This is an optimization exercise on Yosys and OpenROAD, whose aim is small area and a short achievable clock period, not a production implementation.
Where RTL was checked, it was by simulation tests only, not by an equivalence proof against the original.

==> 07-25: inputs <==
// ntt_block_radix2_pipelined
module ntt_block_radix2_pipelined (
    input  logic         clk,
    input  logic         reset,
    input  logic         data_valid_in,
    input  logic         iNTT_mode,
    input  logic [127:0] Data_in,
    output logic [127:0] Data_out,
    output logic         data_valid_out,
    output logic         mode_out
);
==> flow/config.mk <==
export PLATFORM = sky130hd
export DESIGN_NAME = ntt_block_radix2_pipelined
export DESIGN_NICKNAME = ntt_block_radix2_pipelined
export VERILOG_FILES = /design/flow/design.v
export SDC_FILE = /design/flow/constraint.sdc
export NUM_CORES = 4
export LEC_CHECK = 0
export CAP_MARGIN = 20
export CORE_MARGIN = 2
export CORE_UTILIZATION = 55
export SLEW_MARGIN = 20
export SYNTH_HIERARCHICAL = 1
export SYNTH_MINIMUM_KEEP_SIZE = 0
==> flow/constraint.sdc <==
create_clock -name core_clock -period 65.0 [get_ports {clk}]
set_input_delay 13.0000 -clock core_clock [delete_from_list [all_inputs] [get_ports {clk}]]
set_output_delay 13.0000 -clock core_clock [all_outputs]
set_load 0.01 [all_outputs]
standard.sh (not shown) runs the stock make flow with config.mk's settings and CLKGATE_MAP_FILE= SYNTH_SCRIPT=/design/flow/synth_recipe.tcl, a recipe that flattens the netlist after the stock synthesis.
==> flow/flow/run.sh <==
#!/bin/bash
# Standard ORFS layout of the standard synthesis. Differences from the default flow:
# ports are buffered with buf_1 and the output-port buffers are then resized to buf_2
# (flow/post_gpl.tcl), and the CTS sink clustering is set explicitly.
set -o pipefail
bash standard.sh "POST_GLOBAL_PLACE_TCL=$PWD/flow/post_gpl.tcl" "BUFFER_PORTS_ARGS=-buffer_cell sky130_fd_sc_hd__buf_1"  "CTS_CLUSTER_SIZE=30" "CTS_CLUSTER_DIAMETER=150" finish > standard.log 2>&1
==> flow/flow/post_gpl.tcl <==
# The standard port buffering used buf_1 on every port; give the output ports a buf_2 instead.
set block [ord::get_db_block]
foreach bterm [$block getBTerms] {
  if {[$bterm getIoType] ne "OUTPUT"} { continue }
  set net [$bterm getNet]
  if {$net eq "NULL"} { continue }
  foreach iterm [$net getITerms] {
    if {![$iterm isOutputSignal]} { continue }
    set inst [$iterm getInst]
    if {[[$inst getMaster] getName] eq "sky130_fd_sc_hd__buf_1"} {
      replace_cell [get_cells [$inst getName]] sky130_fd_sc_hd__buf_2
    }
  }
}
==> 12-02 (differences from 07-25) <==
==> flow/flow/run.sh (replaced) <==
#!/bin/bash
# Standard ORFS layout of the standard synthesis. Differences from the default flow:
# ports are buffered with buf_1 and the output-port buffers are then resized to buf_2
# (flow/post_gpl.tcl), and the CTS sink clustering is set explicitly.
set -o pipefail
bash standard.sh "POST_GLOBAL_PLACE_TCL=$PWD/flow/post_gpl.tcl" "BUFFER_PORTS_ARGS=-buffer_cell sky130_fd_sc_hd__buf_1"  "CTS_ARGS=-sink_clustering_enable -repair_clock_nets -sink_clustering_size 30 -sink_clustering_max_diameter 150 -balance_levels" finish > standard.log 2>&1
==> metrics.log <==
[metrics] run status: timing/DRC/antenna clean
[metrics] number of nets with antenna violations after routing: 0
[metrics] number of flip-flops and latches in the synthesized netlist: 536
[metrics] antenna violations before repair: 1
[metrics] sink count of the clock tree: 536
(the above is from 12-02)
==> metrics.log <==
[metrics] run status: timing/DRC/antenna clean
[metrics] number of flip-flops and latches in the synthesized netlist: 536
[metrics] count of multi-input gates: 1,140
[metrics] number of nets with antenna violations after routing: 0
[metrics] non-clock inverter count: 289
[metrics] antenna violations before repair: 1
[metrics] most instantiated library cell after synthesis: sky130_fd_sc_hd__fa_1
(the above is from 07-25)

==> run D: inputs <==
Another version of the RTL of ntt_block_radix2_pipelined (not shown whole).
Settings: LEC_CHECK=0, CAP_MARGIN=20, CORE_MARGIN=2, CORE_UTILIZATION=55, SLEW_MARGIN=20, SYNTH_HIERARCHICAL=1, SYNTH_MINIMUM_KEEP_SIZE=0; clock period 65.0 ns.
==> flow/flow/run.sh <==
#!/bin/bash
# Standard ORFS layout of the standard synthesis. Differences from the default flow:
# ports are buffered with buf_1
# and the CTS sink clustering is set explicitly.
set -o pipefail
bash standard.sh "BUFFER_PORTS_ARGS=-buffer_cell sky130_fd_sc_hd__buf_1"  "CTS_CLUSTER_SIZE=30" "CTS_CLUSTER_DIAMETER=130" finish > standard.log 2>&1
==> inputs of run F, as changes to run D <==
==> flow/flow/run.sh (replaced) <==
#!/bin/bash
# Standard ORFS layout of the standard synthesis. Differences from the default flow:
# ports are buffered with buf_1
# and the CTS sink clustering is set explicitly.
set -o pipefail
bash standard.sh "BUFFER_PORTS_ARGS=-buffer_cell sky130_fd_sc_hd__buf_1"  "CTS_CLUSTER_SIZE=28" "CTS_CLUSTER_DIAMETER=140" finish > standard.log 2>&1
==> inputs of run R, as changes to run D <==
==> flow/flow/run.sh (replaced) <==
#!/bin/bash
# Standard ORFS layout of the standard synthesis. Differences from the default flow:
# ports are buffered with buf_1 and the output-port buffers are then resized to buf_2
# (flow/post_gpl.tcl), and the CTS sink clustering is set explicitly.
set -o pipefail
bash standard.sh "POST_GLOBAL_PLACE_TCL=$PWD/flow/post_gpl.tcl" "BUFFER_PORTS_ARGS=-buffer_cell sky130_fd_sc_hd__buf_1"  "CTS_CLUSTER_SIZE=30" "CTS_CLUSTER_DIAMETER=150" finish > standard.log 2>&1
==> flow/flow/post_gpl.tcl (new file) <==
# The standard port buffering used buf_1 on every port; give the output ports a buf_2 instead.
set block [ord::get_db_block]
foreach bterm [$block getBTerms] {
  if {[$bterm getIoType] ne "OUTPUT"} { continue }
  set net [$bterm getNet]
  if {$net eq "NULL"} { continue }
  foreach iterm [$net getITerms] {
    if {![$iterm isOutputSignal]} { continue }
    set inst [$iterm getInst]
    if {[[$inst getMaster] getName] eq "sky130_fd_sc_hd__buf_1"} {
      replace_cell [get_cells [$inst getName]] sky130_fd_sc_hd__buf_2
    }
  }
}
==> flow_summary.yaml <==
grt:
  use_met3: 0.04633
  track_usage: 0.2515
cts:
  numCtsBuffers: 23
detailed_routing:
  met1Wirelength_um: 27850
  met2_length_um: 31310
  detail_route.wl_per_cell_um: 22.46
  detail_route.iter0.violations: 672
status:
  status: "complete, no violations"
finish:
  layout_common_cells: "fa_1, dfxtp_1, buf_1"
  area_share_nonclk_buffers: 0.03386
critical_path:
  critPathMaxStageDelay_ns: 0.34
-- figures above: run F

==> flow_summary.yaml <==
status:
  status: "complete, no violations"
detailed_routing:
  met1Wirelength_um: 28370
  met2_length_um: 31550
finish:
  area_share_nonclk_buffers: 0.03391
  layout_common_cells: "fa_1, dfxtp_1, buf_1"
grt:
  track_usage: 0.2524
  use_met3: 0.04560
cts:
  numCtsBuffers: 21
critical_path:
  critPathMaxStageDelay_ns: 0.35
-- figures above: run D

==> flow_summary.yaml <==
detailed_routing:
  detail_route.wl_per_cell_um: 22.49
  detail_route.iter0.violations: 680
  met1Wirelength_um: 28470
  met2_length_um: 31930
grt:
  use_met3: 0.03575
  track_usage: 0.2523
critical_path:
  critPathMaxStageDelay_ns: 0.34
cts:
  numCtsBuffers: 21
status:
  status: "complete, no violations"
finish:
  area_share_nonclk_buffers: 0.03901
-- figures above: run R


==> inputs of ember <==
ntt_block_radix2_pipelined, a different RTL version from the one above (not shown whole).
clock: 65.0 ns
lec_check: 0
cap_margin: 20
core_margin: 2
core_utilization: 45
slew_margin: 20
synth_hierarchical: 1
synth_minimum_keep_size: 0
==> flow/flow/run.sh <==
#!/bin/bash
# Standard ORFS layout with the standard synthesis; only placement/CTS options differ.
set -o pipefail
bash standard.sh  "BUFFER_PORTS_ARGS=-buffer_cell sky130_fd_sc_hd__buf_2" "CTS_CLUSTER_SIZE=30" "CTS_CLUSTER_DIAMETER=150" finish > standard.log 2>&1
==> lagoon: changes against ember <==
==> flow/flow/run.sh (replaced) <==
#!/bin/bash
# Standard ORFS layout with the standard synthesis; only port-buffer cells and CTS clustering differ.
set -o pipefail
bash standard.sh "PRE_GLOBAL_PLACE_TCL=$PWD/flow/pre_gpl.tcl" "BUFFER_PORTS_ARGS=-inputs -buffer_cell sky130_fd_sc_hd__buf_1" "CTS_CLUSTER_SIZE=30" "CTS_CLUSTER_DIAMETER=150" finish > standard.log 2>&1
==> flow/flow/pre_gpl.tcl (new file) <==
# Buffer the outputs with buf_2 before the standard flow buffers the (remaining) input ports.
buffer_ports -outputs -buffer_cell sky130_fd_sc_hd__buf_2
==> summary of the runs <==
ember completed with no timing, DRC or antenna violations. lagoon passed the timing, DRC and antenna checks.
In ember the global-route usage is higher than in lagoon, by 0.47 points.
Die area is the same in lagoon and ember.
Against ember, the cell area of lagoon is smaller by 2.3%.
Flip-flop and latch count is the same in lagoon and ember.
==> figures <==
                                                                lagoon                    ember
Drt initial violations                                              721                      719
Post-layout instance area                                  0.0309 sq mm             0.0317 sq mm
Signal arrival time at the worst endpoint                       1.02 ns                  1.10 ns
Number of nets in the final layout                                3,081                    3,208
Diode insertion count for antenna repair                              0                        1
Total cell area at the placement stage                     0.0303 sq mm             0.0311 sq mm
Status                                          complete, no violations  complete, no violations
Routability-driven placement congestion ratio                     0.924                    0.932
Routed length on met3                                           2570 um                  3010 um
Setup slack at placement                                       51.45 ns                 51.50 ns
Number of fillers in the final layout                             5,798                    5,740
No functional check of the RTL was part of any run of this note.

==> trial 59 <==
RTL: one of the versions met above, not the one the previous note started from.
// ntt_block_radix2_pipelined
module ntt_block_radix2_pipelined (
    input  logic         clk,
    input  logic         reset,
    input  logic         data_valid_in,
    input  logic         iNTT_mode,
    input  logic [127:0] Data_in,
    output logic [127:0] Data_out,
    output logic         data_valid_out,
    output logic         mode_out
);
    logic n1, n2, n3, n4, n5, n6, n7, n8, n9, n10, n11, n12, n13, n14, n15, n16;
    logic n17, n18, n19, n20, n21, n22, n23, n24, n25, n26, n27, n28, n29, n30, n31, n32;
    logic n33, n34, n35, n36, n37, n38, n39, n40, n41, n42, n43, n44, n45, n46, n47, n48;
    logic n49, n50, n51, n52, n53, n54, n55, n56, n57, n58, n59, n60, n61, n62, n63, n64;
    logic n65, n66, n67, n68, n69, n70, n71, n72, n73, n74, n75, n76, n77, n78, n79, n80;
    logic n81, n82, n83, n84, n85, n86, n87, n88, n89, n90, n91, n92, n93, n94, n95, n96;
    logic n97, n98, n99, n100, n101, n102, n103, n104, n105, n106, n107, n108, n109, n110, n111, n112;
    logic n113, n114, n115, n116, n117, n118, n119, n120, n121, n122, n123, n124, n125, n126, n127, n128;
    logic n129, n130, n131, n132, n133, n134, n135, n136, n137, n138, n139, n140, n141, n142, n143, n144;
    logic n145, n146, n147, n148, n149, n150, n151, n152, n153, n154, n155, n156, n157, n158, n159, n160;
    logic n161, n162, n163, n164, n165, n166, n167, n168, n169, n170, n171, n172, n173, n174, n175, n176;
    logic n177, n178, n179, n180, n181, n182, n183, n184, n185, n186, n187, n188, n189, n190, n191, n192;
    logic n193, n194, n195, n196, n197, n198, n199, n200, n201, n202, n203, n204, n205, n206, n207, n208;
    logic n209, n210, n211, n212, n213, n214, n215, n216, n217, n218, n219, n220, n221, n222, n223, n224;
    logic n225, n226, n227, n228, n229, n230, n231, n232, n233, n234, n235, n236, n237, n238, n239, n240;
    logic n241, n242, n243, n244, n245, n246, n247, n248, n249, n250, n251, n252, n253, n254, n255, n256;
  ...
==> flow/config.mk <==
export PLATFORM = sky130hd
export DESIGN_NAME = ntt_block_radix2_pipelined
export DESIGN_NICKNAME = ntt_block_radix2_pipelined
export VERILOG_FILES = /design/flow/design.v
export SDC_FILE = /design/flow/constraint.sdc
export NUM_CORES = 4
export LEC_CHECK = 0
export CAP_MARGIN = 20
export CORE_MARGIN = 2
export CORE_UTILIZATION = 45
export SLEW_MARGIN = 20
export SYNTH_HIERARCHICAL = 1
export SYNTH_MINIMUM_KEEP_SIZE = 0
==> flow/constraint.sdc <==
create_clock -name core_clock -period 65.0 [get_ports {clk}]
set_input_delay 13.0000 -clock core_clock [delete_from_list [all_inputs] [get_ports {clk}]]
set_output_delay 13.0000 -clock core_clock [all_outputs]
set_load 0.01 [all_outputs]
==> flow/flow/run.sh <==
#!/bin/bash
# Standard ORFS layout with the standard synthesis; only port-buffer cells and CTS clustering differ.
set -o pipefail
bash standard.sh "POST_GLOBAL_PLACE_TCL=$PWD/flow/post_gpl.tcl" "BUFFER_PORTS_ARGS=-buffer_cell sky130_fd_sc_hd__buf_1" "CTS_CLUSTER_SIZE=30" "CTS_CLUSTER_DIAMETER=150" finish > standard.log 2>&1
==> flow/flow/post_gpl.tcl <==
# The standard port buffering used buf_1 on every port; give the output ports a buf_2 instead.
set block [ord::get_db_block]
foreach bterm [$block getBTerms] {
  if {[$bterm getIoType] ne "OUTPUT"} { continue }
  set net [$bterm getNet]
  if {$net eq "NULL"} { continue }
  foreach iterm [$net getITerms] {
    if {![$iterm isOutputSignal]} { continue }
    set inst [$iterm getInst]
    if {[[$inst getMaster] getName] eq "sky130_fd_sc_hd__buf_1"} {
      replace_cell [get_cells [$inst getName]] sky130_fd_sc_hd__buf_2
    }
  }
}
==> inputs of trial 84, as changes to trial 59 <==
==> flow/flow/run.sh (replaced) <==
#!/bin/bash
# Standard ORFS layout of the standard synthesis. Differences from the default flow:
# ports are buffered with buf_1
# and the CTS sink clustering is set explicitly.
set -o pipefail
bash standard.sh "BUFFER_PORTS_ARGS=-buffer_cell sky130_fd_sc_hd__buf_1"  "CTS_CLUSTER_SIZE=30" "CTS_CLUSTER_DIAMETER=150" finish > standard.log 2>&1
Settings changed: CORE_UTILIZATION 45 to 55.
removed: flow/flow/post_gpl.tcl
==> inputs of build 77, as changes to trial 59 <==
==> flow/flow/run.sh (replaced) <==
#!/bin/bash
# Standard ORFS layout of the standard synthesis. Differences from the default flow:
# ports are buffered with buf_1 and the output-port buffers are then resized to buf_2
# (flow/post_gpl.tcl), and the CTS sink clustering is set explicitly.
set -o pipefail
bash standard.sh "POST_GLOBAL_PLACE_TCL=$PWD/flow/post_gpl.tcl" "BUFFER_PORTS_ARGS=-buffer_cell sky130_fd_sc_hd__buf_1"  "CTS_CLUSTER_SIZE=20" "CTS_CLUSTER_DIAMETER=100" finish > standard.log 2>&1
==> impl_metrics.toml <==
[layout]
n_all_buffers = 276
antennaDiodeCount = 0

[cts]
clkSlewWorstSetupHoldPaths_ns = 0.08

[outcome]
status = "timing/DRC/antenna clean"

[detailed_routing]
routed_via_density = 4.76

[timing]
whs_ns = 0.333

[worst_setup_path]
crit_path_end = "Data_out[15]"
r2r_start = "q146"

[power_and_ir_drop]
The numbers above come from build 77.

==> impl_metrics.toml <==
[outcome]
status = "timing/DRC/antenna clean"

[cts]
clkSlewWorstSetupHoldPaths_ns = 0.11

[timing]
whs_ns = 0.340

[detailed_routing]
routed_via_density = 4.77

[worst_setup_path]
r2r_start = "q146"
crit_path_end = "Data_out[15]"

[layout]
antennaDiodeCount = 1
n_all_buffers = 276
The numbers above come from trial 59.

==> impl_metrics.toml <==
[cts]
clkSlewWorstSetupHoldPaths_ns = 0.11

[layout]
num-fill-cells = 4304
antennaDiodeCount = 1
n_all_buffers = 270
largest_reg_flops = 3

[worst_setup_path]
crit_path_end = "Data_out[19]"
r2r_start = "q198"

[outcome]
status = "timing/DRC/antenna clean"

[timing]
whs_ns = 0.338
The numbers above come from trial 84.

## port drivers added, routing unchanged
Ports are ideal in the flow. The routed layouts listed here were re-timed in OpenROAD.
Step 1 (the two cells are an assumption about what drives the block):
set clk [get_ports {clk}]
set_driving_cell -lib_cell sky130_fd_sc_hd__clkbuf_16 $clk
set_driving_cell -lib_cell sky130_fd_sc_hd__buf_2 [delete_from_list [all_inputs] $clk]
Step 2 times the ports against the registers' clock, not the clock port: input delays grow and output delays shrink by t, the midpoint of the rising clock arrivals with the driver on.
Slacks: no drivers / after step 1 / after step 2; pairs: no drivers / after step 1.
| run | t (ns) | slack for setup (ns) | worst setup path at the end | worst data-port slew with drivers (ns) | cell pins on the clock port's net |
|---|---|---|---|---|---|
| 07-25 | 0.621 | 50.959 / 50.900 / 51.402 | register to register | 0.08 | 1 |
| 12-02 | 0.621 | 50.959 / 50.900 / 51.402 | register to register | 0.08 | 1 |
| run D | 0.659 | 50.888 / 50.829 / 51.299 | register to register | 0.08 | 1 |
| run F | 0.649 | 50.906 / 50.842 / 51.270 | register to register | 0.08 | 1 |
| run R | 0.651 | 50.929 / 50.868 / 51.339 | register to register | 0.06 | 1 |
| ember | 0.647 | 50.899 / 50.835 / 51.414 | register to register | 0.07 | 1 |
| lagoon | 0.668 | 50.982 / 50.916 / 51.419 | register to register | 0.05 | 1 |
| trial 59 | 0.623 | 50.953 / 50.896 / 51.472 | register to register | 0.06 | 1 |
| trial 84 | 0.628 | 50.914 / 50.852 / 51.405 | register to register | 0.08 | 1 |
| build 77 | 0.621 | 50.963 / 50.906 / 51.462 | register to register | 0.06 | 1 |
After both steps every run listed still meets setup and hold.
